Background: an optimization exercise with open tools, aiming at small area, a short achievable clock period and few clock cycles. Do not read the settings as production practice. Function was checked by simulation only, so behaviour that the tests miss may differ from the original. Power is estimated from default activity; no workload was simulated.

// my_cpu
module my_cpu(input clk, reset,
output [5:0] address,
output memWr,
output [7:0] writedata,
input [7:0] readdata, IN,
output [7:0] OUT,
output halt
);
==> flow/config.mk <==
export PLATFORM = sky130hd
export DESIGN_NAME = my_cpu
export DESIGN_NICKNAME = my_cpu
export VERILOG_FILES = /design/flow/design.v
export SDC_FILE = /design/flow/constraint.sdc
export NUM_CORES = 4
export LEC_CHECK = 0
export CAP_MARGIN = 20
export CORE_MARGIN = 2
export CORE_UTILIZATION = 40
export SETUP_SLACK_MARGIN = 2.8
export SLEW_MARGIN = 20
export SYNTH_HIERARCHICAL = 1
export SYNTH_MINIMUM_KEEP_SIZE = 0
export TNS_END_PERCENT = 10
==> flow/constraint.sdc <==
create_clock -name core_clock -period 5.0 [get_ports {clk}]
set_input_delay 1.0000 -clock core_clock [delete_from_list [all_inputs] [get_ports {clk}]]
set_output_delay 1.0000 -clock core_clock [all_outputs]
set_load 0.01 [all_outputs]
standard.sh (not shown) runs the stock make flow with config.mk's settings and CLKGATE_MAP_FILE= SYNTH_SCRIPT=/design/flow/synth_recipe.tcl, a recipe that flattens the netlist after the stock synthesis.
==> flow/flow/run.sh <==
#!/bin/bash
# Standard layout, with two changes: plain buffers on the ports instead of the
# delay-cell buffers buffer_ports picks by default, and a clock tree of
# clkbuf_8 cells with larger sink clusters and no dummy loads.
set -euo pipefail
export BUFFER_PORTS_ARGS="-buffer_cell sky130_fd_sc_hd__buf_1"
export CTS_ARGS="-sink_clustering_enable -repair_clock_nets -buf_list sky130_fd_sc_hd__clkbuf_8 -dont_use_dummy_load -sink_clustering_size 30 -sink_clustering_max_diameter 80"
bash standard.sh > standard.log 2>&1
Testbench counts at the start, summed over its fixed seeds: cycles 27,699.
Rerun with:
--- a/flow/flow/run.sh
+++ b/flow/flow/run.sh
@@ -2,5 +2,5 @@
 # Standard layout, with two changes: plain buffers on the ports instead of the
 # delay-cell buffers buffer_ports picks by default, and a clock tree of
-# clkbuf_8 cells with larger sink clusters and no dummy loads.
+# clkbuf_8 cells with no dummy loads.
 set -euo pipefail
 export BUFFER_PORTS_ARGS="-buffer_cell sky130_fd_sc_hd__buf_1"
--- a/flow/config.mk
+++ b/flow/config.mk
@@ -8,8 +8,8 @@
 export CAP_MARGIN = 20
 export CORE_MARGIN = 2
-export CORE_UTILIZATION = 40
-export SETUP_SLACK_MARGIN = 2.8
+export CORE_UTILIZATION = 55
+export SETUP_SLACK_MARGIN = 2.9
 export SLEW_MARGIN = 20
 export SYNTH_HIERARCHICAL = 1
 export SYNTH_MINIMUM_KEEP_SIZE = 0
-export TNS_END_PERCENT = 10
+export TNS_END_PERCENT = 0
Non-clock buffer count increases by 2.
Clock skew goes down by 0.0048 ns.
Register-to-register slack loses 0.04 ns.
Wire length decreases by 1.9%.
Area after synthesis stays the same.
Setup slack degrades by 0.044 ns.
Fmax shrinks by 1.9%.
Via count barely changes.
Final area came out lower by 0.97%.
Combinational power barely changes.
Rerun with:
==> flow/flow/run.sh (replaced) <==
#!/bin/bash
# Standard layout, but with plain buffers on the ports instead of the
# delay-cell buffers buffer_ports picks by default.
set -euo pipefail
export BUFFER_PORTS_ARGS="-buffer_cell sky130_fd_sc_hd__buf_1"
bash standard.sh > standard.log 2>&1
--- a/flow/config.mk
+++ b/flow/config.mk
@@ -8,8 +8,9 @@
 export CAP_MARGIN = 20
 export CORE_MARGIN = 2
-export CORE_UTILIZATION = 55
-export SETUP_SLACK_MARGIN = 2.9
+export CORE_UTILIZATION = 40
+export CTS_BUF_LIST = sky130_fd_sc_hd__clkbuf_8
+export CTS_CLUSTER_SIZE = 40
+export SETUP_SLACK_MARGIN = 2.8
 export SLEW_MARGIN = 20
 export SYNTH_HIERARCHICAL = 1
 export SYNTH_MINIMUM_KEEP_SIZE = 0
-export TNS_END_PERCENT = 0
Non-clock buffer count is higher by 4.
Area after synthesis does not change.
Cell area is higher by 5.1%.
Wire length is higher by 5.4%.
Total power is higher by 14%.
Setup slack improves by 0.018 ns.
Count of clock-buffer cells in the layout does not change.
Rerun with:
==> flow/flow/run.sh (replaced) <==
#!/bin/bash
# Standard layout, with two changes: plain buffers on the ports instead of the
# delay-cell buffers buffer_ports picks by default, and a clock tree of
# clkbuf_8 cells with no dummy loads.
set -euo pipefail
export BUFFER_PORTS_ARGS="-buffer_cell sky130_fd_sc_hd__buf_1"
export CTS_ARGS="-sink_clustering_enable -repair_clock_nets -buf_list sky130_fd_sc_hd__clkbuf_8 -dont_use_dummy_load -sink_clustering_size 30 -sink_clustering_max_diameter 80"
bash standard.sh > standard.log 2>&1
--- a/flow/config.mk
+++ b/flow/config.mk
@@ -9,8 +9,7 @@
 export CORE_MARGIN = 2
 export CORE_UTILIZATION = 40
-export CTS_BUF_LIST = sky130_fd_sc_hd__clkbuf_8
-export CTS_CLUSTER_SIZE = 40
-export SETUP_SLACK_MARGIN = 2.8
+export SETUP_SLACK_MARGIN = 2.9
 export SLEW_MARGIN = 20
 export SYNTH_HIERARCHICAL = 1
 export SYNTH_MINIMUM_KEEP_SIZE = 0
+export TNS_END_PERCENT = 0
Routed wire length drops by 4.4%.
Sequential power stays flat.
Clock power drops by 30%.
Combinational power drops by about 2%.
Final cell count drops by 2.0%.
Die area is unchanged.
Fmax climbs by 2.8%.
Non-clock buffer count does not change.
Synthesized cell count does not change.
Setup slack gets better by 0.061 ns.
Rerun with:
--- a/flow/config.mk
+++ b/flow/config.mk
@@ -8,5 +8,5 @@
 export CAP_MARGIN = 20
 export CORE_MARGIN = 2
-export CORE_UTILIZATION = 40
+export CORE_UTILIZATION = 30
 export SETUP_SLACK_MARGIN = 2.9
 export SLEW_MARGIN = 20
After rerunning:
- total power rises by 0.46%
- routed wire length rises by 3.6%
- sequential cell count does not change
- design area is higher by about 1.8%
- worst setup slack loses 0.042 ns
- maximum frequency went down by about 1.8%
Rerun with:
==> flow/flow/run.sh (replaced) <==
#!/bin/bash
# Standard layout, but with plain buffers on the ports instead of the
# delay-cell buffers buffer_ports picks by default.
set -euo pipefail
export BUFFER_PORTS_ARGS="-buffer_cell sky130_fd_sc_hd__buf_1"
bash standard.sh > standard.log 2>&1
--- a/flow/config.mk
+++ b/flow/config.mk
@@ -8,8 +8,10 @@
 export CAP_MARGIN = 20
 export CORE_MARGIN = 2
-export CORE_UTILIZATION = 30
-export SETUP_SLACK_MARGIN = 2.9
+export CORE_UTILIZATION = 40
+export CTS_BUF_LIST = sky130_fd_sc_hd__clkbuf_8
+export CTS_CLUSTER_SIZE = 40
+export SETUP_SLACK_MARGIN = 2.8
 export SLEW_MARGIN = 20
 export SYNTH_HIERARCHICAL = 1
 export SYNTH_MINIMUM_KEEP_SIZE = 0
-export TNS_END_PERCENT = 0
+export TNS_END_PERCENT = 10
Result: Wire length went up slightly; power went up by roughly a tenth; worst setup slack is better by 0.053 ns; clock power went up by well over a third; synthesized area is unchanged; combinational power hardly moves; cell area went up slightly; clock skew went down by 0.012 ns; maximum frequency went up by a few percent; register-to-register slack is better by 0.08 ns.

## separate check: timing with driven ports
Ports are ideal in the flow. The routed layouts listed here were re-timed in OpenROAD.
Step 1, drivers: a clkbuf_16 drives clk and a buf_2 each remaining input, both assumed.
Step 2 times the ports against the registers' clock, not the clock port: input delays grow and output delays shrink by t, the midpoint of the rising clock arrivals with the driver on.
Three values: ideal, step 1, step 2; two values: the first two.
run	t, ns	setup WS [ns]	hold WS [ns]
the first run	0.456	2.749 / 2.749 / 2.449	0.485 / 0.485 / 0.485
the second run	0.452	2.705 / 2.705 / 2.451	0.485 / 0.485 / 0.485
the third run	0.479	2.723 / 2.723 / 2.611	0.481 / 0.481 / 0.481
the fourth run	0.456	2.784 / 2.784 / 2.478	0.477 / 0.477 / 0.477
the fifth run	0.467	2.743 / 2.743 / 2.560	0.481 / 0.481 / 0.481
the sixth run	0.480	2.796 / 2.759 / 2.485	0.488 / 0.488 / 0.488
After both steps setup and hold are still met in every run listed. For the sixth run, which loses most, drivers alone change the setup slack by -0.037 ns; drivers and shift together by -0.311 ns.
